This is an optimization exercise on Yosys and OpenROAD, whose aim is small area, a short achievable clock period and few clock cycles, not a production implementation.

==> flow/design.v <==
module DCT(
	input                     clk,
	input                     rst_n,
	input                     in_valid,
	input  signed       [7:0] in_data,
	output logic              out_valid,
	output logic signed [9:0] out_data
);
function [35:0] csa;
	input [17:0] a, b, c;
	reg [17:0] s, k;
	begin
		s = a ^ b ^ c;
		k = (a & b) | (a & c) | (b & c);
		csa = {k[16:0], 1'b0, s};
	end
endfunction
function [17:0] padd;
	input [17:0] a, b;
	input        cin;
	reg [17:0] p, g, gg, pp, c;
	integer l, i, m;
	begin
		p = a ^ b;
		g = a & b;
		g[0] = g[0] | (p[0] & cin);
		gg = g;
		pp = p;
		for (l = 0; l < 5; l = l + 1)
			for (i = 0; i < 18; i = i + 1)
				if ((i >> l) & 1) begin
					m = ((i >> l) << l) - 1;
					gg[i] = gg[i] | (pp[i] & gg[m]);
					pp[i] = pp[i] & pp[m];
				end
		c = {gg[16:0], cin};
		padd = p ^ c;
	end
endfunction
function [35:0] paddc;
	input [17:0] a, b;
	reg [17:0] p, g, gg, pp, c0, c1;
	integer l, i, m;
	begin
		p = a ^ b;
		g = a & b;
		gg = g;
		pp = p;
		for (l = 0; l < 5; l = l + 1)
			for (i = 0; i < 18; i = i + 1)
				if ((i >> l) & 1) begin
					m = ((i >> l) << l) - 1;
					gg[i] = gg[i] | (pp[i] & gg[m]);
					pp[i] = pp[i] & pp[m];
				end
		c0 = {gg[16:0], 1'b0};
		c1 = {gg[16:0] | pp[16:0], 1'b1};
		paddc = {p ^ c1, p ^ c0};
	end
endfunction
logic [5:0] cnt;
always_ff @(posedge clk or negedge rst_n) begin
	if (!rst_n)
		cnt <= 6'd0;
	else if (cnt == 6'd0)
		cnt <= in_valid ? 6'd1 : 6'd0;
	else if (cnt == 6'd35)
		cnt <= 6'd0;
	else
		cnt <= cnt + 6'd1;
end
always_ff @(posedge clk or negedge rst_n) begin
	if (!rst_n)
		out_valid <= 1'b0;
	else
		out_valid <= (cnt >= 6'd20) && (cnt <= 6'd35);
end
logic [5:0] cm12;
logic [1:0] trow;      
logic       t1odd, s_pa, s_pbd, s_pba, s_qab, s_qad, s_qbc, t_add;
logic       rot, m2_ld, bank_ld, y2_ld, m_rot, kf;
logic [1:0] osel;      
assign cm12 = cnt - 6'd12;
assign trow = cm12[3:2];
always_ff @(posedge clk) begin
	t1odd   <= trow[0];
	s_pa    <= (trow == 2'd2);
	s_pbd   <= (trow == 2'd0);
	s_pba   <= (trow == 2'd2);
	s_qab   <= (trow == 2'd0);
	s_qad   <= (trow == 2'd1);
	s_qbc   <= (trow == 2'd0) || (trow == 2'd1);
	t_add   <= (trow == 2'd0);
	rot     <= (cnt >= 6'd15) && (cnt <= 6'd27);
	m2_ld   <= (cnt == 6'd17) || (cnt == 6'd21) || (cnt == 6'd25) || (cnt == 6'd29);
	bank_ld <= (cnt == 6'd18) || (cnt == 6'd22) || (cnt == 6'd26) || (cnt == 6'd30);
	y2_ld   <= (cnt == 6'd19) || (cnt == 6'd23) || (cnt == 6'd27) || (cnt == 6'd31);
	m_rot   <= (cnt == 6'd20) || (cnt == 6'd24) || (cnt == 6'd28) || (cnt == 6'd32);
	kf      <= (cnt == 6'd21) || (cnt == 6'd25) || (cnt == 6'd29) || (cnt == 6'd33);
	osel    <= cnt[1:0] + 2'd1;
end
logic signed [7:0] sr [0:15];
integer j;
always_ff @(posedge clk) begin
	sr[0] <= rot ? sr[15] : in_data;
	for (j = 1; j < 16; j = j + 1)
		sr[j] <= sr[j-1];
end
logic [7:0] ta, tb, tc, td;
logic [7:0] pa, pb, qa, qb;
logic       tsub;
assign ta = sr[0];
assign tb = sr[4];
assign tc = sr[8];
assign td = sr[12];
assign pa = s_pa ? tb : ta;
assign pb = s_pbd ? td : s_pba ? ta : tb;
assign qa = s_qab ? tb : s_qad ? td : tc;
assign qb = s_qbc ? tc : td;
assign tsub = ~t_add;
logic [17:0] p1w, q1w;
assign p1w = padd({{10{pa[7]}}, pa}, {{10{pb[7] ^ tsub}}, pb ^ {8{tsub}}}, tsub);
assign q1w = padd({{10{qa[7]}}, qa}, {{10{qb[7] ^ tsub}}, qb ^ {8{tsub}}}, tsub);
logic [8:0] tp, tqv;
logic       teven;
always_ff @(posedge clk) begin
	tp    <= p1w[8:0];
	tqv   <= q1w[8:0];
	teven <= ~t1odd;
end
logic [17:0] xp, xq, xt1, xt2, xt3, xt4, xt5, xt6;
logic [17:0] xs1, xc1, xs2, xc2, xs3, xc3, xs, xc;
assign xp  = {9'd0, ~tp[8], tp[7:0]};
assign xq  = {9'd0, ~tqv[8], tqv[7:0]};
assign xt1 = xp << 6;
assign xt2 = teven ? (xq << 6) : (xq << 5);
assign xt3 = teven ? 18'd0 : (xp << 4);
assign xt4 = teven ? 18'd0 : (xp << 1);
assign xt5 = teven ? 18'd0 : xp;
assign xt6 = teven ? 18'd0 : (xq << 1);
assign {xc1, xs1} = csa(xt1, xt2, xt3);
assign {xc2, xs2} = csa(xt4, xt5, xt6);
assign {xc3, xs3} = csa(xs1, xc1, xs2);
assign {xc,  xs}  = csa(xs3, xc3, xc2);
logic [15:0] ts, tc2;
logic        teven2;
always_ff @(posedge clk) begin
	ts     <= xs[15:0];
	tc2    <= xc[15:0];
	teven2 <= teven;
end
logic [17:0] tk, tsa, tca, tx;
assign tk  = teven2 ? 18'h08000 : 18'h08B00;
assign {tca, tsa} = csa({2'd0, ts}, {2'd0, tc2}, tk);
assign tx  = padd(tsa, tca, 1'b0);
logic [8:0]  yn;
logic        cn;
logic [8:0]  tq [1:3];
logic [17:0] ynext;
assign ynext = padd({9'd0, yn}, 18'd0, cn);
always_ff @(posedge clk) begin
	yn    <= tx[15:7];
	cn    <= tx[15] & (tx[6:0] != 7'd0);
	tq[1] <= ynext[8:0];
	tq[2] <= tq[1];
	tq[3] <= tq[2];
end
logic [17:0] t0e, t1e, yne;
assign yne = {{9{yn[8]}}, yn};
assign t1e = {{9{tq[1][8]}}, tq[1]};
assign t0e = {{9{tq[3][8]}}, tq[3]};
logic [17:0] e1n, o1n, o0n;
assign e1n = padd(t1e, yne, cn);
assign o1n = padd(t1e, ~yne, ~cn);
assign o0n = padd(t0e, ~yne, ~cn);
logic [10:0] e1r;
always_ff @(posedge clk)
	e1r <= e1n[10:0];
logic [17:0] e1x, as0, ac0, as2, ac2, s0, s2;
assign e1x = {{7{e1r[10]}}, e1r};
assign {ac0, as0} = csa(t0e, yne, e1x);
assign {ac2, as2} = csa(t0e, yne, ~e1x);
assign s0 = padd(as0, ac0, cn);
assign s2 = padd(as2, {ac2[17:1], cn}, 1'b1);
logic [9:0]  y0r, y2a, y2r, m1, m2;
logic        y0f, y2af;
logic [17:0] y2i;
assign y2i = padd({8'd0, y2a}, 18'd0, y2af);
always_ff @(posedge clk) begin
	y0r  <= s0[10:1];
	y0f  <= s0[11] & s0[0];
	y2a  <= s2[10:1];
	y2af <= s2[11] & s2[0];
	if (y2_ld) begin
		y2r <= y2i[9:0];
	end
	if (bank_ld)
		m1 <= o0n[9:0];
	else if (m_rot)
		m1 <= ~m2;
	if (m2_ld)
		m2 <= o1n[9:0];
	else if (m_rot)
		m2 <= m1;
end
logic [17:0] zm1, zm2;
logic [17:0] zs1, zc1, zs2, zc2, zs3, zc3, zs, zc;
assign zm1 = {8'd0, ~m1[9], m1[8:0]};
assign zm2 = {8'd0, ~m2[9], m2[8:0]};
assign {zc1, zs1} = csa(zm1 << 6, zm1 << 4, zm1 << 1);
assign {zc2, zs2} = csa(zm1, zm2 << 5, zm2 << 1);
assign {zc3, zs3} = csa(zs1, zc1, zs2);
assign {zc,  zs}  = csa(zs3, zc3, zc2);
logic [8:0] zlo;
assign zlo = {2'd0, zs[6:0]} + {2'd0, zc[6:0]} + (kf ? 9'd83 : 9'd0);
logic [9:0] zsh, zch;
logic [1:0] zc7;
logic       znz;
always_ff @(posedge clk) begin
	zsh <= zs[16:7];
	zch <= zc[16:7];
	zc7 <= zlo[8:7];
	znz <= (zlo[6:0] != 7'd0);
end
logic [17:0] uk, us, uc;
logic [35:0] uu;
logic [9:0]  zt;
assign uk = {8'd0, 10'h22C | {8'd0, zc7}};
assign {uc, us} = csa({8'd0, zsh}, {8'd0, zch}, uk);
assign uu = paddc(us, uc);
assign zt = (uu[9] & znz) ? uu[27:18] : uu[9:0];
logic [17:0] y0i;
assign y0i = padd({8'd0, y0r}, 18'd0, y0f);
always_ff @(posedge clk) begin
	case (osel)
		2'd0: out_data <= y0i[9:0];
		2'd2: out_data <= y2r;
		default: out_data <= zt;
	endcase
end
endmodule
clock: 10.5 ns
lec_check: 0
cap_margin: 20
core_margin: 2
core_utilization: 40
cts_cluster_diameter: 100
cts_cluster_size: 30
slew_margin: 20
run.sh (not shown) runs the stock make flow with config.mk's settings and CLKGATE_MAP_FILE= SYNTH_SCRIPT=/design/flow/synth_recipe.tcl, a recipe that flattens the netlist after the stock synthesis.
Edit:
--- a/flow/design.v
+++ b/flow/design.v
@@ -36,29 +36,8 @@
 		c = {gg[16:0], cin};
 		padd = p ^ c;
 	end
 endfunction
-function [35:0] paddc;
-	input [17:0] a, b;
-	reg [17:0] p, g, gg, pp, c0, c1;
-	integer l, i, m;
-	begin
-		p = a ^ b;
-		g = a & b;
-		gg = g;
-		pp = p;
-		for (l = 0; l < 5; l = l + 1)
-			for (i = 0; i < 18; i = i + 1)
-				if ((i >> l) & 1) begin
-					m = ((i >> l) << l) - 1;
-					gg[i] = gg[i] | (pp[i] & gg[m]);
-					pp[i] = pp[i] & pp[m];
-				end
-		c0 = {gg[16:0], 1'b0};
-		c1 = {gg[16:0] | pp[16:0], 1'b1};
-		paddc = {p ^ c1, p ^ c0};
-	end
-endfunction
 logic [5:0] cnt;
 always_ff @(posedge clk or negedge rst_n) begin
 	if (!rst_n)
 		cnt <= 6'd0;
@@ -210,27 +189,25 @@
 assign {zc1, zs1} = csa(zm1 << 6, zm1 << 4, zm1 << 1);
 assign {zc2, zs2} = csa(zm1, zm2 << 5, zm2 << 1);
 assign {zc3, zs3} = csa(zs1, zc1, zs2);
 assign {zc,  zs}  = csa(zs3, zc3, zc2);
-logic [8:0] zlo;
-assign zlo = {2'd0, zs[6:0]} + {2'd0, zc[6:0]} + (kf ? 9'd83 : 9'd0);
-logic [9:0] zsh, zch;
-logic [1:0] zc7;
-logic       znz;
-always_ff @(posedge clk) begin
-	zsh <= zs[16:7];
-	zch <= zc[16:7];
-	zc7 <= zlo[8:7];
-	znz <= (zlo[6:0] != 7'd0);
-end
-logic [17:0] uk, us, uc;
-logic [35:0] uu;
+logic [16:0] zsr, zcr;
+logic        kf2;
+always_ff @(posedge clk) begin
+	zsr <= zs[16:0];
+	zcr <= zc[16:0];
+	kf2 <= kf;
+end
+logic [17:0] z, zb, zsb, zcb, y0i;
 logic [9:0]  zt;
-assign uk = {8'd0, 10'h22C | {8'd0, zc7}};
-assign {uc, us} = csa({8'd0, zsh}, {8'd0, zch}, uk);
-assign uu = paddc(us, uc);
-assign zt = (uu[9] & znz) ? uu[27:18] : uu[9:0];
-logic [17:0] y0i;
+logic [17:0] zka, zkb, zsa, zca;
+assign zka = kf2 ? 18'h11653 : 18'h11600;
+assign zkb = kf2 ? 18'h116D2 : 18'h1167F;
+assign {zca, zsa} = csa({1'b0, zsr}, {1'b0, zcr}, zka);
+assign {zcb, zsb} = csa({1'b0, zsr}, {1'b0, zcr}, zkb);
+assign z  = padd(zsa, zca, 1'b0);
+assign zb = padd(zsb, zcb, 1'b0);
+assign zt = z[16] ? zb[16:7] : z[16:7];
 assign y0i = padd({8'd0, y0r}, 18'd0, y0f);
 always_ff @(posedge clk) begin
 	case (osel)
 		2'd0: out_data <= y0i[9:0];
After rerunning:
- The changed run finished clean
- critical path depth drops by 12
- setup slack is better by 440 ps
- clock skew increases by 3.7 ps
- area after synthesis climbs by a few percent
- via count went up slightly
- first-iteration DRC count drops by about a fifth
- sequential cell count increases by 9
- sequential share of layout area hardly moves
- worst hold slack gets worse by 26 ps
No run of this note included a check of the RTL's function; only the layout flow was run.

separate check: timing with driven ports:
No port has a modelled driver above. Below, the same layouts with a new extraction and two added sets of constraints.
Step 1, drivers: a clkbuf_16 drives clk and a buf_2 each remaining input, both assumed.
Step 2, shift: input delay + t, output delay - t, t = (earliest + latest rising clock arrival at the registers) / 2. This alone moves slack from input paths to output paths.
Slacks: ideal / step 1 / step 2; pairs: ideal / step 1.
| run | t, ns | setup slack, ns | worst setup path at the end | slew at the worst register clock pin (ns) | cell pins on the clock port's net |
|---|---|---|---|---|---|
| the first run | 0.550 | 6.547 / 6.547 / 6.547 | register to register | 0.12 / 0.12 | 1 |
| the second run | 0.548 | 6.987 / 6.936 / 7.022 | register to register | 0.11 / 0.11 | 1 |
After both steps every run listed still meets setup and hold.
